Source: an optimization exercise on an open RTL-to-GDS flow (aim: small area and a short achievable clock period). Production flows keep margins and buffers that such runs may drop. Where RTL was checked, it was by simulation tests only, not by an equivalence proof against the original. Function not checked in runs 1 to 3: the RTL went through the layout flow alone.

--- flow/run.sh ---
#!/bin/bash
cp standard.sh standard.sh.log
export SETUP_SLACK_MARGIN=${FLOW_SETUP_MARGIN:-11}
export BUFFER_PORTS_ARGS="-buffer_cell sky130_fd_sc_hd__buf_2"
bash standard.sh > standard.log 2>&1
--- standard.sh ---
#!/bin/bash
# synth_recipe.tcl (not shown) runs the flow's synth.tcl, then flattens the netlist and writes it again
# the make line also repeats each setting of config.mk as NAME=value (left out here)
make -C /OpenROAD-flow-scripts/flow DESIGN_CONFIG=/design/flow/config.mk WORK_HOME=/design/flow/orfs CLKGATE_MAP_FILE= SYNTH_SCRIPT=/design/flow/synth_recipe.tcl "${@:-finish}"
--- config.mk ---
export PLATFORM = sky130hd
export DESIGN_NAME = izhneuron_verilog
export DESIGN_NICKNAME = izhneuron_verilog
export VERILOG_FILES = /design/flow/design.v
export SDC_FILE = /design/flow/constraint.sdc
export NUM_CORES = 4
export LEC_CHECK = 0
export CAP_MARGIN = 20
export CORE_MARGIN = 2
export CORE_UTILIZATION = 40
export SLEW_MARGIN = 20
--- constraint.sdc ---
create_clock -name core_clock -period 21.0 [get_ports {clk}]
set_input_delay 4.2000 -clock core_clock [delete_from_list [all_inputs] [get_ports {clk}]]
set_output_delay 4.2000 -clock core_clock [all_outputs]
set_load 0.01 [all_outputs]
--- design.v ---
module izhneuron_verilog(clk, rst, en, WE, Addr, AER_BUS, Weight, spike_out);
input wire clk;
input wire rst;
input wire en;
input wire WE;
input wire [3:0] Addr;
input wire [3:0] AER_BUS;
input wire [10:0] Weight;
output wire spike_out;
reg [10:0] mem0, mem1, mem2, mem3;
reg [3:0] valid;                  
reg [10:0] wout, acc, I;
reg [13:0] u, t;
reg [10:0] rd;
reg rv;
always @(*) begin
	case (AER_BUS[1:0])
		2'd0: begin rd = mem0; rv = valid[0]; end
		2'd1: begin rd = mem1; rv = valid[1]; end
		2'd2: begin rd = mem2; rv = valid[2]; end
		default: begin rd = mem3; rv = valid[3]; end
	endcase
end
wire rsel = rv && (AER_BUS[3:2] == 2'b00);
wire [10:0] sum = acc + wout;
wire [10:0] I_next = en ? sum : I;
wire [13:0] dv = {{2{t[13]}}, t[13:2]} - 14'd192 - u;      
wire [13:0] u0 = u + {{6{dv[13]}}, dv[13:6]};
wire [13:0] G = {{3{I[10]}}, I} - u - 14'd1205;
wire [13:0] H = 14'd0 - 14'd136 - 14'd1024 - u0;
wire [10:0] In = {~I_next[10], I_next[9:0]};               
wire c0 = t[0] ^ t[13];
wire c1 = t[1] ^ t[13];
wire c2 = t[2] ^ t[13];
wire c3 = t[3] ^ t[13];
wire c4 = t[4] ^ t[13];
wire c5 = t[5] ^ t[13];
wire c6 = t[6] ^ t[13];
wire c7 = t[7] ^ t[13];
wire c8 = t[8] ^ t[13];
wire c9 = t[9] ^ t[13];
wire c10 = t[10] ^ t[13];
wire nq = t[13] & ~t[0];
wire m1 = t[13] & c1;
wire m2 = t[13] & c2;
wire m3 = t[13] & c3;
wire m4 = t[13] & c4;
wire m5 = t[13] & c5;
wire m6 = t[13] & c6;
wire m7 = t[13] & c7;
wire m8 = t[13] & c8;
wire m9 = t[13] & c9;
wire m10 = t[13] & c10;
wire p0_1 = c0 & c1;
wire p0_2 = c0 & c2;
wire p0_3 = c0 & c3;
wire p0_4 = c0 & c4;
wire p0_5 = c0 & c5;
wire p0_6 = c0 & c6;
wire p0_7 = c0 & c7;
wire p0_8 = c0 & c8;
wire p0_9 = c0 & c9;
wire p0_10 = c0 & c10;
wire p1_2 = c1 & c2;
wire p1_3 = c1 & c3;
wire p1_4 = c1 & c4;
wire p1_5 = c1 & c5;
wire p1_6 = c1 & c6;
wire p1_7 = c1 & c7;
wire p1_8 = c1 & c8;
wire p1_9 = c1 & c9;
wire p1_10 = c1 & c10;
wire p2_3 = c2 & c3;
wire p2_4 = c2 & c4;
wire p2_5 = c2 & c5;
wire p2_6 = c2 & c6;
wire p2_7 = c2 & c7;
wire p2_8 = c2 & c8;
wire p2_9 = c2 & c9;
wire p2_10 = c2 & c10;
wire p3_4 = c3 & c4;
wire p3_5 = c3 & c5;
wire p3_6 = c3 & c6;
wire p3_7 = c3 & c7;
wire p3_8 = c3 & c8;
wire p3_9 = c3 & c9;
wire p3_10 = c3 & c10;
wire p4_5 = c4 & c5;
wire p4_6 = c4 & c6;
wire p4_7 = c4 & c7;
wire p4_8 = c4 & c8;
wire p4_9 = c4 & c9;
wire p4_10 = c4 & c10;
wire p5_6 = c5 & c6;
wire p5_7 = c5 & c7;
wire p5_8 = c5 & c8;
wire p5_9 = c5 & c9;
wire p5_10 = c5 & c10;
wire p6_7 = c6 & c7;
wire p6_8 = c6 & c8;
wire p6_9 = c6 & c9;
wire p6_10 = c6 & c10;
wire p7_8 = c7 & c8;
wire p7_9 = c7 & c9;
wire p7_10 = c7 & c10;
wire p8_9 = c8 & c9;
wire p8_10 = c8 & c10;
wire p9_10 = c9 & c10;
wire s1 = c5 ^ m9;
wire k2 = c5 & m9;
wire s3 = m10 ^ p0_10;
wire k4 = m10 & p0_10;
wire s5 = c6 ^ p1_10;
wire k6 = c6 & p1_10;
wire s7 = c3 ^ m5;
wire k8 = c3 & m5;
wire s9 = m6 ^ p0_6;
wire k10 = m6 & p0_6;
wire s11 = c4 ^ m7 ^ p0_7;
wire k12 = (c4 & m7) | (c4 & p0_7) | (m7 & p0_7);
wire s13 = p1_6 ^ p2_5;
wire k14 = p1_6 & p2_5;
wire s15 = m8 ^ p0_8 ^ p1_7;
wire k16 = (m8 & p0_8) | (m8 & p1_7) | (p0_8 & p1_7);
wire s17 = p2_6 ^ p3_5;
wire k18 = p2_6 & p3_5;
wire s19 = p0_9 ^ p1_8 ^ p2_7;
wire k20 = (p0_9 & p1_8) | (p0_9 & p2_7) | (p1_8 & p2_7);
wire s21 = p3_6 ^ p4_5 ^ s1;
wire k22 = (p3_6 & p4_5) | (p3_6 & s1) | (p4_5 & s1);
wire s23 = p1_9 ^ p2_8 ^ p3_7;
wire k24 = (p1_9 & p2_8) | (p1_9 & p3_7) | (p2_8 & p3_7);
wire s25 = p4_6 ^ k2 ^ s3;
wire k26 = (p4_6 & k2) | (p4_6 & s3) | (k2 & s3);
wire s27 = p2_9 ^ p3_8 ^ p4_7;
wire k28 = (p2_9 & p3_8) | (p2_9 & p4_7) | (p3_8 & p4_7);
wire s29 = p5_6 ^ k4 ^ s5;
wire k30 = (p5_6 & k4) | (p5_6 & s5) | (k4 & s5);
wire s31 = p2_10 ^ p3_9 ^ p4_8;
wire k32 = (p2_10 & p3_9) | (p2_10 & p4_8) | (p3_9 & p4_8);
wire s33 = p5_7 ^ k6;
wire k34 = p5_7 & k6;
wire s35 = c7 ^ p3_10 ^ p4_9;
wire k36 = (c7 & p3_10) | (c7 & p4_9) | (p3_10 & p4_9);
wire s37 = p5_8 ^ p6_7;
wire k38 = p5_8 & p6_7;
wire s39 = p4_10 ^ p5_9;
wire k40 = p4_10 & p5_9;
wire s41 = c8 ^ p5_10;
wire k42 = c8 & p5_10;
wire s43 = c1 ^ m1;
wire k44 = c1 & m1;
wire s45 = c2 ^ m3;
wire k46 = c2 & m3;
wire s47 = m4 ^ p0_4;
wire k48 = m4 & p0_4;
wire s49 = p0_5 ^ p1_4 ^ p2_3;
wire k50 = (p0_5 & p1_4) | (p0_5 & p2_3) | (p1_4 & p2_3);
wire s51 = p1_5 ^ p2_4 ^ k8;
wire k52 = (p1_5 & p2_4) | (p1_5 & k8) | (p2_4 & k8);
wire s53 = p3_4 ^ k10 ^ s13;
wire k54 = (p3_4 & k10) | (p3_4 & s13) | (k10 & s13);
wire s55 = k14 ^ s17 ^ k12;
wire k56 = (k14 & s17) | (k14 & k12) | (s17 & k12);
wire s57 = k18 ^ k16 ^ s19;
wire k58 = (k18 & k16) | (k18 & s19) | (k16 & s19);
wire s59 = k20 ^ s23 ^ k22;
wire k60 = (k20 & s23) | (k20 & k22) | (s23 & k22);
wire s61 = k24 ^ s27 ^ k26;
wire k62 = (k24 & s27) | (k24 & k26) | (s27 & k26);
wire s63 = k28 ^ s31 ^ s33;
wire k64 = (k28 & s31) | (k28 & s33) | (s31 & s33);
wire s65 = s37 ^ k32 ^ s35;
wire k66 = (s37 & k32) | (s37 & s35) | (k32 & s35);
wire s67 = p6_8 ^ k38 ^ s39;
wire k68 = (p6_8 & k38) | (p6_8 & s39) | (k38 & s39);
wire s69 = p6_9 ^ p7_8 ^ k40;
wire k70 = (p6_9 & p7_8) | (p6_9 & k40) | (p7_8 & k40);
wire s71 = p6_10 ^ p7_9;
wire k72 = p6_10 & p7_9;
wire s73 = c9 ^ p7_10;
wire k74 = c9 & p7_10;
wire s75 = nq ^ p0_1;
wire k76 = nq & p0_1;
wire s77 = m2 ^ p0_2 ^ k44;
wire k78 = (m2 & p0_2) | (m2 & k44) | (p0_2 & k44);
wire s79 = p0_3 ^ p1_2 ^ s45;
wire k80 = (p0_3 & p1_2) | (p0_3 & s45) | (p1_2 & s45);
wire s81 = p1_3 ^ k46 ^ s47;
wire k82 = (p1_3 & k46) | (p1_3 & s47) | (k46 & s47);
wire s83 = k48 ^ s7 ^ s49;
wire k84 = (k48 & s7) | (k48 & s49) | (s7 & s49);
wire s85 = s9 ^ k50 ^ s51;
wire k86 = (s9 & k50) | (s9 & s51) | (k50 & s51);
wire s87 = s11 ^ k52 ^ s53;
wire k88 = (s11 & k52) | (s11 & s53) | (k52 & s53);
wire s89 = s15 ^ k54 ^ s55;
wire k90 = (s15 & k54) | (s15 & s55) | (k54 & s55);
wire s91 = s21 ^ k56 ^ s57;
wire k92 = (s21 & k56) | (s21 & s57) | (k56 & s57);
wire s93 = s25 ^ k58 ^ s59;
wire k94 = (s25 & k58) | (s25 & s59) | (k58 & s59);
wire s95 = s29 ^ k60 ^ s61;
wire k96 = (s29 & k60) | (s29 & s61) | (k60 & s61);
wire s97 = k30 ^ s63 ^ k62;
wire k98 = (k30 & s63) | (k30 & k62) | (s63 & k62);
wire s99 = k34 ^ s65 ^ k64;
wire k100 = (k34 & s65) | (k34 & k64) | (s65 & k64);
wire s101 = k36 ^ s67 ^ k66;
wire k102 = (k36 & s67) | (k36 & k66) | (s67 & k66);
wire s103 = s41 ^ k68 ^ s69;
wire k104 = (s41 & k68) | (s41 & s69) | (k68 & s69);
wire s105 = k42 ^ s71 ^ k70;
wire k106 = (k42 & s71) | (k42 & k70) | (s71 & k70);
wire s107 = p8_9 ^ k72 ^ s73;
wire k108 = (p8_9 & k72) | (p8_9 & s73) | (k72 & s73);
wire s109 = p8_10 ^ k74;
wire k110 = p8_10 & k74;
wire s111 = c10 ^ p9_10;
wire k112 = c10 & p9_10;
wire g113 = t[0] & 1'b0;
wire p114 = t[0] | 1'b0;
wire g115 = 1'b0 & 1'b0;
wire p116 = 1'b0 | 1'b0;
wire g117 = s43 & s75;
wire p118 = s43 | s75;
wire g119 = k76 & s77;
wire p120 = k76 | s77;
wire g121 = k78 & s79;
wire p122 = k78 | s79;
wire g123 = k80 & s81;
wire p124 = k80 | s81;
wire g125 = k82 & s83;
wire p126 = k82 | s83;
wire g127 = k84 & s85;
wire p128 = k84 | s85;
wire G129 = g115 | (p116 & g113);
wire P130 = p116 & p114;
wire G131 = g119 | (p120 & g117);
wire P132 = p120 & p118;
wire G133 = g123 | (p124 & g121);
wire P134 = p124 & p122;
wire G135 = g127 | (p128 & g125);
wire P136 = p128 & p126;
wire G137 = g117 | (p118 & G129);
wire P138 = p118 & P130;
wire G139 = G131 | (P132 & G129);
wire P140 = P132 & P130;
wire G141 = g125 | (p126 & G133);
wire P142 = p126 & P134;
wire G143 = G135 | (P136 & G133);
wire P144 = P136 & P134;
wire G145 = g121 | (p122 & G139);
wire P146 = p122 & P140;
wire G147 = G133 | (P134 & G139);
wire P148 = P134 & P140;
wire G149 = G141 | (P142 & G139);
wire P150 = P142 & P140;
wire G151 = G143 | (P144 & G139);
wire P152 = P144 & P140;
wire lc8 = G151;
wire s153 = G[0] ^ k86;
wire k154 = G[0] & k86;
wire s155 = G[1] ^ k88;
wire k156 = G[1] & k88;
wire s157 = G[2] ^ k90;
wire k158 = G[2] & k90;
wire s159 = G[3] ^ k92;
wire k160 = G[3] & k92;
wire s161 = G[4] ^ k94;
wire k162 = G[4] & k94;
wire s163 = G[5] ^ k96;
wire k164 = G[5] & k96;
wire s165 = G[6] ^ s99;
wire k166 = G[6] & s99;
wire s167 = G[7] ^ s101;
wire k168 = G[7] & s101;
wire s169 = G[8] ^ s103;
wire k170 = G[8] & s103;
wire s171 = G[9] ^ k104;
wire k172 = G[9] & k104;
wire s173 = s107 ^ G[10];
wire k174 = s107 & G[10];
wire s175 = s109 ^ k108;
wire k176 = s109 & k108;
wire s177 = s111 ^ k110;
wire k178 = s111 & k110;
wire s179 = s87 ^ s153;
wire k180 = s87 & s153;
wire s181 = s89 ^ k154 ^ s155;
wire k182 = (s89 & k154) | (s89 & s155) | (k154 & s155);
wire s183 = s91 ^ k156 ^ s157;
wire k184 = (s91 & k156) | (s91 & s157) | (k156 & s157);
wire s185 = k158 ^ s159 ^ s93;
wire k186 = (k158 & s159) | (k158 & s93) | (s159 & s93);
wire s187 = k160 ^ s95 ^ s161;
wire k188 = (k160 & s95) | (k160 & s161) | (s95 & s161);
wire s189 = s97 ^ k162 ^ s163;
wire k190 = (s97 & k162) | (s97 & s163) | (k162 & s163);
wire s191 = k98 ^ s165 ^ k164;
wire k192 = (k98 & s165) | (k98 & k164) | (s165 & k164);
wire s193 = k100 ^ s167 ^ k166;
wire k194 = (k100 & s167) | (k100 & k166) | (s167 & k166);
wire s195 = k102 ^ s169 ^ k168;
wire k196 = (k102 & s169) | (k102 & k168) | (s169 & k168);
wire s197 = s105 ^ s171 ^ k170;
wire k198 = (s105 & s171) | (s105 & k170) | (s171 & k170);
wire s199 = k106 ^ s173 ^ k172;
wire k200 = (k106 & s173) | (k106 & k172) | (s173 & k172);
wire s201 = G[11] ^ s175 ^ k174;
wire k202 = (G[11] & s175) | (G[11] & k174) | (s175 & k174);
wire s203 = G[12] ^ s177 ^ k176;
wire k204 = (G[12] & s177) | (G[12] & k176) | (s177 & k176);
wire s205 = k112 ^ G[13] ^ k178;
wire k206 = (k112 & G[13]) | (k112 & k178) | (G[13] & k178);
wire g207 = s179 & lc8;
wire x209 = s179 ^ lc8;
wire g210 = k180 & s181;
wire x212 = k180 ^ s181;
wire g213 = k182 & s183;
wire x215 = k182 ^ s183;
wire g216 = k184 & s185;
wire x218 = k184 ^ s185;
wire g219 = k186 & s187;
wire x221 = k186 ^ s187;
wire g222 = k188 & s189;
wire x224 = k188 ^ s189;
wire g225 = k190 & s191;
wire x227 = k190 ^ s191;
wire g228 = s193 & k192;
wire x230 = s193 ^ k192;
wire g231 = s195 & k194;
wire x233 = s195 ^ k194;
wire g234 = s197 & k196;
wire x236 = s197 ^ k196;
wire g237 = k198 & s199;
wire x239 = k198 ^ s199;
wire g240 = s201 & k200;
wire x242 = s201 ^ k200;
wire g243 = s203 & k202;
wire x245 = s203 ^ k202;
wire g246 = s205 & k204;
wire x248 = s205 ^ k204;
wire G249 = g210 | (x212 & g207);
wire P250 = x212 & x209;
wire G251 = g216 | (x218 & g213);
wire P252 = x218 & x215;
wire G253 = g222 | (x224 & g219);
wire P254 = x224 & x221;
wire G255 = g228 | (x230 & g225);
wire P256 = x230 & x227;
wire G257 = g234 | (x236 & g231);
wire P258 = x236 & x233;
wire G259 = g240 | (x242 & g237);
wire P260 = x242 & x239;
wire G261 = g213 | (x215 & G249);
wire P262 = x215 & P250;
wire G263 = G251 | (P252 & G249);
wire P264 = P252 & P250;
wire G265 = g225 | (x227 & G253);
wire P266 = x227 & P254;
wire G267 = G255 | (P256 & G253);
wire P268 = P256 & P254;
wire G269 = g237 | (x239 & G257);
wire P270 = x239 & P258;
wire G271 = G259 | (P260 & G257);
wire P272 = P260 & P258;
wire G273 = g219 | (x221 & G263);
wire P274 = x221 & P264;
wire G275 = G253 | (P254 & G263);
wire P276 = P254 & P264;
wire G277 = G265 | (P266 & G263);
wire P278 = P266 & P264;
wire G279 = G267 | (P268 & G263);
wire P280 = P268 & P264;
wire G281 = g243 | (x245 & G271);
wire P282 = x245 & P272;
wire G283 = g231 | (x233 & G279);
wire P284 = x233 & P280;
wire G285 = G257 | (P258 & G279);
wire P286 = P258 & P280;
wire G287 = G269 | (P270 & G279);
wire P288 = P270 & P280;
wire G289 = G271 | (P272 & G279);
wire P290 = P272 & P280;
wire G291 = G281 | (P282 & G279);
wire P292 = P282 & P280;
wire wsn = x248 ^ G291;
wire s293 = k86 ^ s87;
wire k294 = k86 & s87;
wire s295 = k88 ^ s89;
wire k296 = k88 & s89;
wire s297 = k90 ^ s91;
wire k298 = k90 & s91;
wire s299 = k92 ^ s93;
wire k300 = k92 & s93;
wire s301 = k94 ^ s95;
wire k302 = k94 & s95;
wire s303 = k96 ^ s97;
wire k304 = k96 & s97;
wire s305 = s99 ^ k98;
wire k306 = s99 & k98;
wire s307 = s101 ^ k100;
wire k308 = s101 & k100;
wire s309 = s103 ^ k102;
wire k310 = s103 & k102;
wire s311 = k104 ^ s105;
wire k312 = k104 & s105;
wire s313 = s107 ^ k106;
wire k314 = s107 & k106;
wire s315 = s293 ^ H[0];
wire k316 = s293 & H[0];
wire s317 = k294 ^ s295 ^ H[1];
wire k318 = (k294 & s295) | (k294 & H[1]) | (s295 & H[1]);
wire s319 = k296 ^ s297 ^ H[2];
wire k320 = (k296 & s297) | (k296 & H[2]) | (s297 & H[2]);
wire s321 = k298 ^ H[3] ^ s299;
wire k322 = (k298 & H[3]) | (k298 & s299) | (H[3] & s299);
wire s323 = H[4] ^ k300 ^ s301;
wire k324 = (H[4] & k300) | (H[4] & s301) | (k300 & s301);
wire s325 = H[5] ^ s303 ^ k302;
wire k326 = (H[5] & s303) | (H[5] & k302) | (s303 & k302);
wire s327 = H[6] ^ s305 ^ k304;
wire k328 = (H[6] & s305) | (H[6] & k304) | (s305 & k304);
wire s329 = s307 ^ H[7] ^ k306;
wire k330 = (s307 & H[7]) | (s307 & k306) | (H[7] & k306);
wire s331 = s309 ^ k308 ^ H[8];
wire k332 = (s309 & k308) | (s309 & H[8]) | (k308 & H[8]);
wire s333 = s311 ^ k310 ^ H[9];
wire k334 = (s311 & k310) | (s311 & H[9]) | (k310 & H[9]);
wire s335 = s313 ^ k312 ^ H[10];
wire k336 = (s313 & k312) | (s313 & H[10]) | (k312 & H[10]);
wire s337 = s109 ^ k108 ^ k314;
wire k338 = (s109 & k108) | (s109 & k314) | (k108 & k314);
wire s339 = s111 ^ k110;
wire k340 = s111 & k110;
wire s341 = s315 ^ lc8;
wire k342 = s315 & lc8;
wire s343 = k316 ^ s317 ^ In[1];
wire k344 = (k316 & s317) | (k316 & In[1]) | (s317 & In[1]);
wire s345 = k318 ^ s319 ^ In[2];
wire k346 = (k318 & s319) | (k318 & In[2]) | (s319 & In[2]);
wire s347 = k320 ^ s321 ^ In[3];
wire k348 = (k320 & s321) | (k320 & In[3]) | (s321 & In[3]);
wire s349 = k322 ^ s323 ^ In[4];
wire k350 = (k322 & s323) | (k322 & In[4]) | (s323 & In[4]);
wire s351 = k324 ^ s325 ^ In[5];
wire k352 = (k324 & s325) | (k324 & In[5]) | (s325 & In[5]);
wire s353 = s327 ^ k326 ^ In[6];
wire k354 = (s327 & k326) | (s327 & In[6]) | (k326 & In[6]);
wire s355 = k328 ^ s329 ^ In[7];
wire k356 = (k328 & s329) | (k328 & In[7]) | (s329 & In[7]);
wire s357 = k330 ^ s331 ^ In[8];
wire k358 = (k330 & s331) | (k330 & In[8]) | (s331 & In[8]);
wire s359 = k332 ^ s333 ^ In[9];
wire k360 = (k332 & s333) | (k332 & In[9]) | (s333 & In[9]);
wire s361 = k334 ^ s335 ^ In[10];
wire k362 = (k334 & s335) | (k334 & In[10]) | (s335 & In[10]);
wire s363 = H[11] ^ s337 ^ k336;
wire k364 = (H[11] & s337) | (H[11] & k336) | (s337 & k336);
wire s365 = s339 ^ H[12] ^ k338;
wire k366 = (s339 & H[12]) | (s339 & k338) | (H[12] & k338);
wire s367 = k112 ^ k340 ^ H[13];
wire k368 = (k112 & k340) | (k112 & H[13]) | (k340 & H[13]);
wire g369 = s341 & In[0];
wire x371 = s341 ^ In[0];
wire g372 = k342 & s343;
wire x374 = k342 ^ s343;
wire g375 = k344 & s345;
wire x377 = k344 ^ s345;
wire g378 = k346 & s347;
wire x380 = k346 ^ s347;
wire g381 = k348 & s349;
wire x383 = k348 ^ s349;
wire g384 = k350 & s351;
wire x386 = k350 ^ s351;
wire g387 = k352 & s353;
wire x389 = k352 ^ s353;
wire g390 = k354 & s355;
wire x392 = k354 ^ s355;
wire g393 = k356 & s357;
wire x395 = k356 ^ s357;
wire g396 = k358 & s359;
wire x398 = k358 ^ s359;
wire g399 = k360 & s361;
wire x401 = k360 ^ s361;
wire g402 = s363 & k362;
wire x404 = s363 ^ k362;
wire g405 = s365 & k364;
wire x407 = s365 ^ k364;
wire g408 = k366 & s367;
wire x410 = k366 ^ s367;
wire G411 = g372 | (x374 & g369);
wire P412 = x374 & x371;
wire G413 = g378 | (x380 & g375);
wire P414 = x380 & x377;
wire G415 = g384 | (x386 & g381);
wire P416 = x386 & x383;
wire G417 = g390 | (x392 & g387);
wire P418 = x392 & x389;
wire G419 = g396 | (x398 & g393);
wire P420 = x398 & x395;
wire G421 = g402 | (x404 & g399);
wire P422 = x404 & x401;
wire G423 = g408 | (x410 & g405);
wire P424 = x410 & x407;
wire G425 = g375 | (x377 & G411);
wire P426 = x377 & P412;
wire G427 = G413 | (P414 & G411);
wire P428 = P414 & P412;
wire G429 = g387 | (x389 & G415);
wire P430 = x389 & P416;
wire G431 = G417 | (P418 & G415);
wire P432 = P418 & P416;
wire G433 = g399 | (x401 & G419);
wire P434 = x401 & P420;
wire G435 = G421 | (P422 & G419);
wire P436 = P422 & P420;
wire G437 = g381 | (x383 & G427);
wire P438 = x383 & P428;
wire G439 = G415 | (P416 & G427);
wire P440 = P416 & P428;
wire G441 = G429 | (P430 & G427);
wire P442 = P430 & P428;
wire G443 = G431 | (P432 & G427);
wire P444 = P432 & P428;
wire G445 = g405 | (x407 & G435);
wire P446 = x407 & P436;
wire G447 = G423 | (P424 & G435);
wire P448 = P424 & P436;
wire G449 = g393 | (x395 & G443);
wire P450 = x395 & P444;
wire G451 = G419 | (P420 & G443);
wire P452 = P420 & P444;
wire G453 = G433 | (P434 & G443);
wire P454 = P434 & P444;
wire G455 = G435 | (P436 & G443);
wire P456 = P436 & P444;
wire G457 = G445 | (P446 & G443);
wire P458 = P446 & P444;
wire G459 = G447 | (P448 & G443);
wire P460 = P448 & P444;
wire [13:0] y0;
assign y0[0] = x371 ^ 1'b0;
assign y0[1] = x374 ^ g369;
assign y0[2] = x377 ^ G411;
assign y0[3] = x380 ^ G425;
assign y0[4] = x383 ^ G427;
assign y0[5] = x386 ^ G437;
assign y0[6] = x389 ^ G439;
assign y0[7] = x392 ^ G441;
assign y0[8] = x395 ^ G443;
assign y0[9] = x398 ^ G449;
assign y0[10] = x401 ^ G451;
assign y0[11] = x404 ^ G453;
assign y0[12] = x407 ^ G455;
assign y0[13] = x410 ^ G457;
wire signed [13:0] ts = t;
wire f = ts < -14'sd1285;               
wire spk = f | ~wsn;
assign spike_out = ~rst & spk;
wire [13:0] y = y0 + {spk, spk, spk, spk, spk, spk, spk, 1'b0, spk, spk, 4'b0000};    
wire g = ~y[13] & (y[12:0] > 13'd1068);
wire [13:0] u_next = u0 + {7'b0, spk, 1'b0, spk, 4'b0000};                           
wire [13:0] t_next = (f | g) ? 14'd118 : y;
always @(posedge clk) begin
	if (WE && Addr[3:2] == 2'b00) begin
		case (Addr[1:0])
			2'd0: mem0 <= Weight;
			2'd1: mem1 <= Weight;
			2'd2: mem2 <= Weight;
			default: mem3 <= Weight;
		endcase
	end
	if (rst) begin
		valid <= 4'b0000;
		wout <= 11'd0; acc <= 11'd0; I <= 11'd0;
		u <= 14'd80; t <= 14'd118;
	end else begin
		if (WE && Addr[3:2] == 2'b00) valid[Addr[1:0]] <= 1'b1;
		if (!WE) wout <= rsel ? rd : 11'd0;
		acc <= en ? 11'd0 : sum;
		I <= I_next;
		u <= u_next;
		t <= t_next;
	end
end
endmodule
==> flow_metrics.py, run 1 <==
metrics = {
    "floorplanning": {
        "die-area_sq_um": 27300,
        "num_io_pins": 24,
        "core_area_sq_um": 25800,
        "initial_core_util_pct": 40.3,
        "dieWidth_microns": 165,
        "die_h_microns": 165,
        "std_cell_rows": 59,
    },
    "logic_synthesis": {
        "synth.distinct_cells": 68,
        "yosysSeqAreaShare_pct": 25.2,
        "syn-num-nets": 1320,
        "synth_edf_count": 44,
        "ys_ff_latch": 109,
        "synth.avg_cell_area_sq_um": 9.80,
        "async_flop_share_pct": 0,
        "netlist_area_sq_um": 10400,
        "ys_warn_count": 1,
        "synthCells": 1063,
        "synthFlopType": "dfxtp_1",
    },
    "min_path": {
        "min_from": "valid[0]",
        "hold_end": "valid[0]",
        "hold_path_class": "register to register",
        "holdPathStages": 2,
    },
    "worst_setup_path": {
        "crit_fanout": 9,
        "r2r_slack_ns": 11.56,
        "rr_startpoint": "t[8]",
        "cpPeakStageDelay_ns": 0.58,
        "start_kind": "register",
        "crit_type": "register to output pin",
        "cp_slowest_cell": "fa_2",
        "cp_data_required_time_ns": 16.80,
        "rr_worst_depth": 37,
        "path_cells": "buf_8 > ha_4 > inv_1 > fa_1 > fa_1 > fa_2 > ha_1 > fa_1 > ha_1 > nand4_1 > nor2_1 > a211o_1 > a211o_1 > or3_1 > a21o_1 > nand3_4 > inv_1 > nor2_1 > buf_2",
        "endpoint_kind": "output pin",
        "cp.arrival_ns": 5.62,
        "cp_common_cell": "fa_1",
        "reg2reg_to": "t[1]",
    },
    "sta": {
        "clock_skew_ns": 0.0140,
        "setup_slack_ns": 11.18,
        "final.setup.tns_ns": 0,
        "finalHoldViolCount": 0,
        "min_period_over_period_pct": 46.8,
        "fmaxAchievable_mhz": 102,
        "slew_viol_final": 0,
        "period_minus_slack_ns": 9.82,
        "tightest_slew_ns": 1.00,
        "finalSetupViolCount": 0,
        "rsz0062_at_grt": "true",
        "slew_headroom_pct": 33.1,
    },
    "place": {
        "io_buffers": 23,
        "dpl_cell_area_sq_um": 10900,
        "gp_congestion": 0.916,
        "dp_hpwl_microns": 20200,
        "place_ws_ns": 10.87,
        "dp_cells": 1400,
    },
    "cells_and_area": {
        "fill_cells": 2459,
        "final_area_sq_um": 11500,
        "instances_no_fill": 1425,
        "diodes": 0,
        "layout-drive-gt1-share_pct": 11.7,
        "areaGrowthSynthToFinish_pct": 10.6,
        "layout.cells.most_common": "inv_1",
        "nNetsFinal": 1342,
        "final_cell_mix": "inv_1, ha_1, nor2_1",
    },
    "global_routing": {
        "grt_usage_pct": 18.9,
        "grt_max_degree": 46,
        "grt_pass1_vias": 7672,
        "grt_pass1_wl_microns": 39800,
        "grt_overflow": 0,
        "antenna_found_initial": 0,
    },
    "routing": {
        "ant_nets": 0,
        "dr.pass1.iters": 5,
        "route.vias.total": 7447,
        "wl_per_cell_microns": 17.2,
        "drt_wl_total_microns": 24600,
        "drt-vias-per-instance": 5.23,
        "dr.first_iter.drc_count": 430,
        "drc": 0,
    },
    "clocking": {
        "cts_tree": "done",
        "cts_root_buf": "clkbuf_16",
        "cts_sinks": 109,
        "clock_latency_ns": 0.37,
        "cts_made_buffers": 9,
        "h-tree-depth": 3,
        "hold_buffers": 0,
        "path_clk_slew_ns": 0.08,
        "clock_path_buffers": 2,
    },
    "job": {
        "cap_violations": 0,
    },
    "run_status": {
        "status": "complete, no violations",
    },
}
==> final cells by class <==
cell class	count	area, sq um	share of cell area [%]
Multi-Input combinational cell	774	7340	63.8
Sequential cell	109	2640	22.9
Inverter	155	582	5.05
Tap cell	335	419	3.64
Clock buffer	9	225	1.96
Timing Repair Buffer	36	223	1.93
Clock inverter	7	86.3	0.750
==> worst max-delay path: cells and delay by family (launching register included) <==
kind            cells  cell delay, ns
compound gates      3            0.74
fa+ha+maj           7            2.89
buf+inv             4            0.46
flops               1            0.39
simple gates        5            0.76
==> worst max path at each step <==
stage | to | slack [ns] | depth (start not counted) | start
2_1_floorplan | t[1] | 11.18 | 22 | en
3_3_place_gp | spike_out | 10.97 | 19 | t[13]
3_5_place_dp | spike_out | 10.87 | 19 | t[13]
4_1_cts | spike_out | 11.02 | 20 | t[9]
5_1_grt | spike_out | 10.95 | 20 | t[13]
6_report | spike_out | 11.18 | 19 | t[13]
==> sequential cells by signal, summed over array words and instances (netlist names) <==
| register | cells |
|---|---|
| mem3 | 11 |
| wout | 11 |
| t | 14 |
| u | 14 |
| valid | 4 |
| acc | 11 |
| mem0 | 11 |
| mem1 | 11 |
| I | 11 |
| mem2 | 11 |
==> stage by stage <==
step | hold WS (ns) | util, %
after floorplan | 0.435 | -
after global placement | 0.448 | 42.2
after detailed placement | 0.461 | 42.2
after CTS | 0.480 | 43.8
after global routing | 0.512 | 44.6
final | 0.488 | 44.6
==> repair_timing <==
item,in CTS,in global routing
pin swaps,1,3
setup buffers,3,6
resized for setup,24,29
endpoints found under the setup margin,1,11
endpoints found under the hold margin,0,0
==> cells by family after synthesis <==
group	count (synthesis)	share of synthesized area [%]
AOI/OAI and AO/OA	161	10.7
xor gates and xnor gates	81	7.09
adders and majority gates	235	34.0
buffers and inverters	180	6.50
DFF	109	25.2
muxes	24	3.82
and+or+nand+nor	273	12.7
==> cell usage after synthesis (4+ instances only) <==
master / number / share of area, %
a211oi_1: 4 / 0.29
a21o_1: 19 / 1.4
a21oi_1: 48 / 2.3
a22oi_1: 11 / 0.79
and2_1: 14 / 0.84
and3_1: 7 / 0.42
clkbuf_1: 22 / 0.79
dfxtp_1: 65 / 12
edfxtp_1: 44 / 13
fa_1: 80 / 15
ha_1: 154 / 19
inv_1: 155 / 5.6
mux2i_1: 9 / 0.87
mux4_2: 12 / 2.6
nand2_1: 32 / 1.2
nand2b_1: 9 / 0.54
nand3_1: 13 / 0.62
nand4_1: 5 / 0.30
nor2_1: 120 / 4.3
nor2b_1: 18 / 1.1
nor3_1: 18 / 0.87
nor3b_1: 4 / 0.29
nor4b_1: 4 / 0.34
o21a_1: 12 / 0.87
o21ai_0: 15 / 0.72
o21bai_1: 11 / 0.79
o31ai_1: 5 / 0.36
or2_2: 12 / 0.72
or3_1: 7 / 0.42
xnor2_1: 58 / 4.9
xor2_1: 21 / 1.8
==> layer usage <==
layer	routed length (microns)	GRT usage (%)	part of all wire [%]	vias up
met5	0	0	0	-
met4	567	5.21	2.3	0
met3	560	2.37	2.3	33
met2	12200	33.4	50	101
met1	11200	24.3	46	3651
li1	-	-	-	3662
==> run 2: changes to the inputs <==
==> flow/run.sh (replaced) <==
#!/bin/bash
cp standard.sh standard.sh.log
export SETUP_SLACK_MARGIN=${FLOW_SETUP_MARGIN:-13}
export BUFFER_PORTS_ARGS="-buffer_cell sky130_fd_sc_hd__buf_2"
bash standard.sh > standard.log 2>&1
==> flow_metrics.py, run 2 <==
metrics = {
    "run_status": {
        "status": "complete, no violations",
    },
    "routing": {
        "dr.pass1.iters": 5,
        "drt_wl_total_microns": 26100,
        "drt-vias-per-instance": 5.23,
        "route.vias.total": 7777,
        "wl_per_cell_microns": 17.6,
        "dr.first_iter.drc_count": 333,
        "ant_nets": 0,
        "drc": 0,
    },
    "logic_synthesis": {
        "syn-num-nets": 1320,
        "synth_xor_area_share_pct": 7.09,
        "netlist_area_sq_um": 10400,
        "yosysSeqAreaShare_pct": 25.2,
        "yosys.area_share.simple_pct": 12.7,
        "ys_ff_latch": 109,
        "yosysTopAreaCellShare_pct": 18.5,
        "synth.distinct_cells": 68,
        "synth.top_cells.by_count": "inv_1, ha_1, nor2_1",
        "synthTopCellsByArea": "ha_1, fa_1, edfxtp_1",
        "synth.avg_cell_area_sq_um": 9.80,
        "synth_top_family_by_area": "adder cells",
        "async_flop_share_pct": 0,
        "synth_most_common_cell": "inv_1",
        "synth_compound_area_share_pct": 10.7,
        "synth_area_leader_cell": "ha_1",
        "ys_warn_count": 1,
        "synthFlopType": "dfxtp_1",
        "synthCells": 1063,
        "synth_edf_count": 44,
        "synth-adder-area-share_pct": 34.0,
        "synth_mux_area_share_pct": 3.82,
    },
    "worst_setup_path": {
        "crit_fanout": 8,
        "cp.arrival_ns": 5.54,
        "cp_data_required_time_ns": 16.80,
        "rr_startpoint": "t[8]",
        "r2r_slack_ns": 12.45,
        "crit_type": "register to output pin",
        "reg2reg_to": "t[4]",
        "start_kind": "register",
        "endpoint_kind": "output pin",
        "critical_path.startpoint": "t[13]",
        "critical_path.endpoint": "spike_out",
        "rr_worst_depth": 38,
    },
    "clocking": {
        "cts_tree": "done",
        "clock_path_buffers": 2,
        "h-tree-depth": 3,
        "path_clk_slew_ns": 0.08,
        "cts_root_buf": "clkbuf_16",
        "cts_made_buffers": 9,
        "cts_sinks": 109,
        "clock_latency_ns": 0.37,
    },
    "cells_and_area": {
        "layout-drive-gt1-share_pct": 24.9,
        "diodes": 0,
        "final_cell_mix": "inv_1, ha_1, nor2_1",
        "top_regs": "t x14, u x14",
        "layout.cells.most_common": "inv_1",
        "nNetsFinal": 1404,
        "areaGrowthSynthToFinish_pct": 22.0,
    },
    "sta": {
        "period_minus_slack_ns": 9.74,
        "final.setup.tns_ns": 0,
        "min_period_over_period_pct": 46.4,
        "rsz0062_at_grt": "true",
        "slew_headroom_pct": 25.8,
        "slew_viol_final": 0,
        "fmaxAchievable_mhz": 103,
        "hold_slack_ns": 0.480,
        "finalHoldViolCount": 0,
        "clock_skew_ns": 0.0175,
        "finalSetupViolCount": 0,
        "tightest_slew_ns": 1.11,
    },
    "floorplanning": {
        "std_cell_rows": 59,
        "dieWidth_microns": 165,
        "die-area_sq_um": 27300,
        "initial_core_util_pct": 40.3,
        "core_area_sq_um": 25800,
        "num_io_pins": 24,
        "die_h_microns": 165,
    },
    "job": {
        "cap_violations": 0,
    },
    "place": {
        "gp_congestion": 0.905,
        "io_buffers": 23,
        "dp_hpwl_microns": 20000,
    },
    "min_path": {
        "hold_path_class": "register to register",
    },
    "global_routing": {
        "grt_pass1_vias": 7849,
        "grt_pass1_wl_microns": 40600,
        "grt_usage_pct": 19.5,
        "grt_max_degree": 46,
        "grt_overflow": 0,
        "antenna_found_initial": 0,
    },
}
## run 2: cell counts after synthesis
No cell type changed its count.
## run 2: logic make-up (layout without fill, tap and decap cells)
group | after synthesis | after routing
simple gates | 273 | 273
fa+ha+maj | 235 | 235
buf+inv | 180 | 269
compound gates | 161 | 161
flops | 109 | 109
xor+xnor | 81 | 81
mux | 24 | 24
## run 2: what timing repair did
item,CTS,global route
endpoints found under the hold margin,0,0
gates resized for setup,78,89
buffers inserted,41,30
pin swaps,53,64
setup endpoints to repair,15,15
hold buffers,0,0
## run 2: routing by layer
metal | part of all wire [%] | up-vias | track usage (%)
li1 | - | 3769 | -
met1 | 43 | 3815 | 24.3
met2 | 51 | 149 | 34.8
met3 | 3.3 | 44 | 2.00
met4 | 2.9 | 0 | 7.25
met5 | 0 | - | 0
## run 2: through the flow
| step | cells | worst slack, ns | instance area [sq um] | util [%] |
|---|---|---|---|---|
| 6_report | 1487 | 11.26 | 12700 | 49.2 |
| 5_1_grt | 1487 | 11.11 | 12700 | 49.2 |
| 4_1_cts | 1457 | 11.23 | 12000 | 46.6 |
| 3_5_place_dp | 1400 | 11.32 | 11000 | 42.7 |
| 3_3_place_gp | 1400 | 11.37 | 11000 | 42.7 |
| 2_1_floorplan | 1063 | 11.77 | 10600 | - |
## run 2: area by class of cell
class	instances	area, sq um
clock inverter	7	98.8
fill	2343	13100
multi-input combinational	774	7990
clock buffer	9	225
inverter	155	587
sequential	109	2630
timing repair buffer	98	752
tap	335	419
## run 2: worst max-delay path, stage by stage (launching register included)
cell,delay [ns]
dfxtp_4,0.40
buf_8,0.15
ha_4,0.36
nor2_4,0.05
fa_1,0.48
fa_1,0.57
fa_1,0.46
ha_1,0.31
fa_1,0.53
ha_4,0.22
nand4_1,0.11
nor2_1,0.06
a211o_1,0.26
a211o_1,0.31
or3_4,0.37
a21o_1,0.19
nand3_4,0.12
inv_4,0.05
nor2_4,0.07
buf_6,0.10
## run 2: worst min-delay path by stage
stage,start,end,cells after the start
after detailed placement,valid[2],valid[2],2
final,valid[2],valid[2],2
after floorplan,valid[1],valid[1],2
after CTS,valid[2],valid[2],2
after global routing,valid[3],valid[3],2
after global placement,valid[3],valid[3],2
==> run 3: changes to the inputs <==
==> flow/run.sh (replaced) <==
#!/bin/bash
cp standard.sh standard.sh.log
export SETUP_SLACK_MARGIN=${FLOW_SETUP_MARGIN:-12}
export BUFFER_PORTS_ARGS="-buffer_cell sky130_fd_sc_hd__buf_2"
bash standard.sh > standard.log 2>&1
==> flow_metrics.py, run 3 <==
metrics = {
    "min_path": {
        "hold_end": "valid[1]",
        "min_from": "valid[1]",
        "hold_path_class": "register to register",
        "holdPathStages": 2,
    },
    "floorplanning": {
        "core_area_sq_um": 25800,
        "dieWidth_microns": 165,
        "num_io_pins": 24,
        "std_cell_rows": 59,
        "die-area_sq_um": 27300,
        "initial_core_util_pct": 40.3,
        "die_h_microns": 165,
    },
    "global_routing": {
        "grt_overflow": 0,
        "grt_pass1_wl_microns": 39800,
        "grt_usage_pct": 18.9,
        "grt_max_degree": 46,
        "grt_pass1_vias": 7681,
        "antenna_found_initial": 0,
    },
    "clocking": {
        "cts_made_buffers": 9,
        "cts_root_buf": "clkbuf_16",
        "path_clk_slew_ns": 0.08,
        "clock_latency_ns": 0.37,
        "cts_sinks": 109,
        "cts_tree": "done",
        "clock_path_buffers": 2,
        "h-tree-depth": 3,
    },
    "cells_and_area": {
        "multi_input_area_sq_um": 7880,
        "fill_cells": 2374,
        "final_cell_mix": "inv_1, ha_1, nor2_1",
        "nNetsFinal": 1389,
        "areaGrowthSynthToFinish_pct": 19.5,
        "final_util_pct": 48.2,
        "diodes": 0,
        "layout-drive-gt1-share_pct": 22.3,
        "final_area_sq_um": 12400,
        "layout.cells.most_common": "inv_1",
        "instances_no_fill": 1472,
        "top_regs": "t x14, u x14",
        "seqCellArea_sq_um": 2630,
    },
    "logic_synthesis": {
        "synth.distinct_cells": 68,
        "synth_edf_count": 44,
        "synth.avg_cell_area_sq_um": 9.80,
        "synthCells": 1063,
        "synth.top_cells.by_count": "inv_1, ha_1, nor2_1",
        "synth_most_common_cell": "inv_1",
        "synth_area_leader_cell": "ha_1",
        "yosysTopAreaCellShare_pct": 18.5,
        "ys_warn_count": 1,
        "netlist_area_sq_um": 10400,
        "async_flop_share_pct": 0,
        "ys_ff_latch": 109,
        "synthFlopType": "dfxtp_1",
        "syn-num-nets": 1320,
        "synthTopCellsByArea": "ha_1, fa_1, edfxtp_1",
        "yosysSeqAreaShare_pct": 25.2,
    },
    "worst_setup_path": {
        "cp.arrival_ns": 5.52,
        "start_kind": "register",
        "rr_worst_depth": 38,
        "crit_fanout": 8,
        "crit_type": "register to output pin",
        "rr_startpoint": "t[8]",
        "endpoint_kind": "output pin",
        "cp_data_required_time_ns": 16.80,
        "r2r_slack_ns": 12.24,
        "reg2reg_to": "t[4]",
    },
    "sta": {
        "period_minus_slack_ns": 9.72,
        "clock_skew_ns": 0.0177,
        "hold_slack_ns": 0.478,
        "rsz0062_at_grt": "true",
        "slew_headroom_pct": 47.0,
        "min_period_over_period_pct": 46.3,
        "tightest_slew_ns": 0.788,
        "slew_viol_final": 0,
        "finalHoldViolCount": 0,
        "finalSetupViolCount": 0,
        "final.setup.tns_ns": 0,
        "setup_slack_ns": 11.28,
        "fmaxAchievable_mhz": 103,
    },
    "routing": {
        "route.vias.total": 7670,
        "dr.first_iter.drc_count": 375,
        "drc": 0,
        "dr.pass1.iters": 5,
        "drt_wl_total_microns": 25100,
        "ant_nets": 0,
        "drt-vias-per-instance": 5.21,
        "wl_per_cell_microns": 17.0,
    },
    "place": {
        "dp_cells": 1400,
        "dp_hpwl_microns": 19600,
        "place_ws_ns": 11.16,
        "dpl_cell_area_sq_um": 11000,
        "gp_congestion": 0.906,
        "io_buffers": 23,
    },
    "job": {
        "cap_violations": 0,
    },
    "run_status": {
        "status": "complete, no violations",
    },
}
==> run 3: cell counts after synthesis <==
Identical to the previous run, type by type.
==> run 3: how the worst max path moves through the flow <==
| stage | start | end | slack (ns) | depth (start not counted) |
|---|---|---|---|---|
| after global routing | t[13] | spike_out | 11.13 | 19 |
| after global placement | t[8] | spike_out | 11.20 | 20 |
| after floorplan | t[8] | spike_out | 11.77 | 19 |
| after detailed placement | t[8] | spike_out | 11.16 | 20 |
| after CTS | t[13] | spike_out | 11.27 | 20 |
| final | t[13] | spike_out | 11.28 | 19 |
==> run 3: logic make-up (layout without fill, tap and decap cells) <==
family | after synthesis | after routing | share of synthesized area (%)
AOI/OAI and AO/OA | 161 | 161 | 10.7
xor gates and xnor gates | 81 | 81 | 7.09
adders and majority gates | 235 | 235 | 34.0
buffers and inverters | 180 | 254 | 6.50
DFF | 109 | 109 | 25.2
muxes | 24 | 24 | 3.82
and+or+nand+nor | 273 | 273 | 12.7
==> run 3: what timing repair did <==
| item | in CTS | in global routing |
|---|---|---|
| pin swaps | 33 | 46 |
| cloned | 0 | 0 |
| gates resized for setup | 53 | 97 |
| hold buffers | 0 | 0 |
| buffers inserted | 29 | 27 |
| setup endpoints to repair | 15 | 15 |
==> run 3: layout make-up <==
class	instances	area share [%]
multi-input combinational	774	63.3
clock buffer	9	1.81
sequential	109	21.2
timing repair buffer	83	4.87
tap	335	3.37
clock inverter	7	0.754
inverter	155	4.75
==> run 3: worst max-delay path, cell delays in order (launching register included) <==
cell and delay, ns:
dfxtp_4 0.40, buf_12 0.16, ha_4 0.32, nor2_2 0.05, fa_1 0.52, fa_1 0.43, fa_1 0.48, ha_1 0.31
fa_1 0.53, ha_4 0.21, a21oi_1 0.12, nand2_1 0.07, a211o_1 0.29, a211o_1 0.30, or3_4 0.39, a21o_1 0.19
nand3_4 0.12, inv_4 0.06, nor2_4 0.10, buf_6 0.11
==> run 3: per-layer routing <==
layer	vias to the layer above	track usage, %	wire length, microns
met2	105	32.9	12400
li1	3752	-	-
met5	-	0	0
met3	36	1.70	539
met1	3777	24.9	11500
met4	0	5.76	573
==> run 4: changes to the inputs <==
--- a/design.v
+++ b/design.v
@@ -559,10 +559,11 @@
 wire f = ts < -14'sd1285;               
 wire spk = f | ~wsn;
 assign spike_out = ~rst & spk;
-wire [13:0] y = y0 + {spk, spk, spk, spk, spk, spk, spk, 1'b0, spk, spk, 4'b0000};    
-wire g = ~y[13] & (y[12:0] > 13'd1068);
-wire [13:0] u_next = u0 + {7'b0, spk, 1'b0, spk, 4'b0000};                           
-wire [13:0] t_next = (f | g) ? 14'd118 : y;
+wire [13:0] y1 = y0 - 14'd80;
+wire g0 = ~y0[13] & (y0[12:0] > 13'd1068);
+wire g1 = ~y0[13] & (y0[12:0] > 13'd1148);
+wire [13:0] u_next = spk ? u0 + 14'd80 : u0;
+wire [13:0] t_next = (f | (spk ? g1 : g0)) ? 14'd118 : (spk ? y1 : y0);
 always @(posedge clk) begin
 	if (WE && Addr[3:2] == 2'b00) begin
 		case (Addr[1:0])
==> run.sh (new file) <==
#!/bin/bash
# synth_recipe.tcl (not shown) runs the flow's synth.tcl, then flattens the netlist and writes it again
# the make line also repeats each setting of config.mk as NAME=value (left out here)
make -C /OpenROAD-flow-scripts/flow DESIGN_CONFIG=/design/flow/config.mk WORK_HOME=/design/flow/orfs CLKGATE_MAP_FILE= SYNTH_SCRIPT=/design/flow/synth_recipe.tcl finish
removed: flow/run.sh
removed: standard.sh
==> flow_metrics.py, run 4 <==
metrics = {
    "run_status": {
        "status": "complete, no violations",
    },
    "clocking": {
        "clock_path_buffers": 2,
        "cts_sinks": 109,
        "post_cts_buffers": 0,
        "cts_made_buffers": 9,
        "cts-resized-gates": 0,
        "h-tree-depth": 3,
        "cts_tree": "done",
        "clock_latency_ns": 0.36,
        "cts_root_buf": "clkbuf_16",
        "path_clk_slew_ns": 0.07,
        "hold_buffers": 0,
    },
    "floorplanning": {
        "num_io_pins": 24,
        "initial_core_util_pct": 40.5,
        "die_h_microns": 166,
        "die-area_sq_um": 27500,
        "core_area_sq_um": 25900,
        "dieWidth_microns": 166,
        "std_cell_rows": 59,
    },
    "worst_setup_path": {
        "cp_data_required_time_ns": 16.80,
        "endpoint_kind": "output pin",
        "start_kind": "register",
        "cp.arrival_ns": 6.52,
        "crit_type": "register to output pin",
        "crit_fanout": 19,
    },
    "routing": {
        "route.vias.total": 7363,
        "dr.pass1.iters": 5,
        "drc": 0,
        "dr.first_iter.drc_count": 395,
        "drt_wl_total_microns": 23500,
        "ant_nets": 0,
        "wl_per_cell_microns": 16.4,
        "drt-vias-per-instance": 5.15,
    },
    "sta": {
        "min_period_over_period_pct": 51.1,
        "finalSetupViolCount": 0,
        "fmaxAchievable_mhz": 93.3,
        "final.setup.tns_ns": 0,
        "finalHoldViolCount": 0,
        "period_minus_slack_ns": 10.72,
        "slew_headroom_pct": 32.7,
        "setup_slack_ns": 10.28,
        "slew_viol_final": 0,
        "tightest_slew_ns": 1.01,
        "clock_skew_ns": 0.0105,
        "rsz0062_at_grt": "false",
    },
    "logic_synthesis": {
        "async_flop_share_pct": 0,
        "synth.avg_cell_area_sq_um": 9.73,
        "ys_ff_latch": 109,
        "syn-num-nets": 1328,
        "synth_edf_count": 44,
        "synthTopCellsByArea": "ha_1, fa_1, edfxtp_1",
        "netlist_area_sq_um": 10500,
        "yosysSeqAreaShare_pct": 25.0,
        "synth.distinct_cells": 75,
        "synth_most_common_cell": "inv_1",
        "synthFlopType": "dfxtp_1",
        "synth_area_leader_cell": "ha_1",
        "ys_warn_count": 1,
        "synthCells": 1077,
        "synth.top_cells.by_count": "inv_1, ha_1, nor2_1",
        "yosysTopAreaCellShare_pct": 17.8,
    },
    "place": {
        "io_buffers": 23,
        "place_ws_ns": 10.74,
        "dp_hpwl_microns": 19900,
        "gp_congestion": 0.877,
    },
    "cells_and_area": {
        "layout.cells.most_common": "inv_1",
        "areaGrowthSynthToFinish_pct": 8.52,
        "multi_input_area_sq_um": 7170,
        "layout-drive-gt1-share_pct": 5.94,
        "top_regs": "t x14, u x14",
        "final_cell_mix": "inv_1, ha_1, nor2_1",
        "diodes": 0,
        "seqCellArea_sq_um": 2620,
        "final_util_pct": 43.9,
        "fill_cells": 2430,
        "nNetsFinal": 1340,
    },
    "global_routing": {
        "grt_usage_pct": 18.0,
        "grt_pass1_vias": 7521,
        "grt_max_degree": 45,
        "antenna_found_initial": 0,
        "grt_overflow": 0,
        "grt_pass1_wl_microns": 39500,
    },
    "min_path": {
        "hold_path_class": "register to register",
    },
    "job": {
        "cap_violations": 0,
    },
}
## run 4: cell types whose count changed after synthesis, sizes merged, moves of 5 or more
cell / before / now
nand2b: 9 / 15
xor2: 21 / 27
nor2: 120 / 133
inv: 155 / 163
nor3: 18 / 28
nand2: 32 / 39
o21ai: 17 / 23
nand3: 14 / 9
a21o: 19 / 14
a21oi: 48 / 40
ha: 154 / 149
xnor2: 58 / 48
## run 4: metrics by stage
step | hold slack, ns | cell area [sq um] | instances
floorplan | 0.435 | 10500 | 1077
global placement | 0.446 | 11100 | 1413
detailed placement | 0.459 | 11100 | 1413
global route | 0.497 | 11400 | 1429
CTS | 0.478 | 11400 | 1429
finish | 0.473 | 11400 | 1429
## run 4: cell type report
class | instances | share of cell area (%)
clock buffer | 9 | 1.98
clock inverter | 7 | 0.583
inverter | 163 | 5.38
multi-input combinational | 779 | 63.1
sequential | 109 | 23.1
tap | 335 | 3.68
timing repair buffer | 27 | 2.24
## run 4: worst max-delay path: stages (launching register included)
cell and delay [ns]:
dfxtp_1 0.68, ha_1 0.45, or2_2 0.35, fa_1 0.52
fa_1 0.52, inv_1 0.05, fa_1 0.39, ha_1 0.32
fa_1 0.38, ha_1 0.32, a21oi_1 0.13, o21ai_0 0.11
a41o_1 0.26, o31a_1 0.24, a211oi_1 0.33, mux2i_2 0.24
buf_4 0.28, nor2_1 0.07, clkdlybuf4s50_1 0.51
## run 4: per-layer routing
metal,GRT usage (%),part of all wire [%],vias to the layer above
met5,0,0,-
met4,4.91,2.1,0
met3,1.91,2.6,24
met2,29.9,47,105
met1,25.1,48,3580
li1,-,-,3654
## run 4: cell families (layout without fill, tap and decap cells)
family / Yosys count / count (layout) / share of synthesized area, %
xor+xnor: 78 / 78 / 7.15
flops: 109 / 109 / 25.0
buf+inv: 189 / 206 / 6.88
compound gates: 151 / 151 / 10.5
simple gates: 296 / 296 / 13.7
fa+ha+maj: 228 / 228 / 32.9
mux: 26 / 26 / 3.96
## run 4: path summary, 6_finish.rpt
path | startpoint | endpoint | slack, ns | cells after the start
min reg2reg | valid[1] | valid[1] | 0.47 | 2
min | valid[1] | valid[1] | 0.47 | 2
max reg2reg | u[6] | t[5] | 12.32 | 34
max | t[13] | spike_out | 10.28 | 18

## separate check: timing with driven ports
The flow's constraints put no driver on any port. The routed layouts listed below were extracted and timed again, unchanged, in two steps.
Step 1 (the two cells are an assumption about what drives the block):
set clk [get_ports {clk}]
set_driving_cell -lib_cell sky130_fd_sc_hd__clkbuf_16 $clk
set_driving_cell -lib_cell sky130_fd_sc_hd__buf_2 [delete_from_list [all_inputs] $clk]
Step 2 also shifts input and output timing later by t, the mid clock arrival at the registers, as if the neighbouring blocks saw the same clock.
Three values: ideal ports, drivers, drivers and shift; two values: the first two.
run | shift t [ns] | slack for setup (ns) | latest minus earliest clock arrival (ns)
run 1 | 0.402 | 11.180 / 11.137 / 11.083 | 0.015 / 0.015
run 2 | 0.406 | 11.264 / 11.222 / 11.629 | 0.017 / 0.017
run 3 | 0.402 | 11.280 / 11.239 / 11.641 | 0.018 / 0.018
run 4 | 0.396 | 10.279 / 10.237 / 10.633 | 0.011 / 0.011
After both steps every run listed still meets setup and hold. For run 1, which loses most, drivers alone change the setup slack by -0.043 ns; drivers and shift together by -0.097 ns.
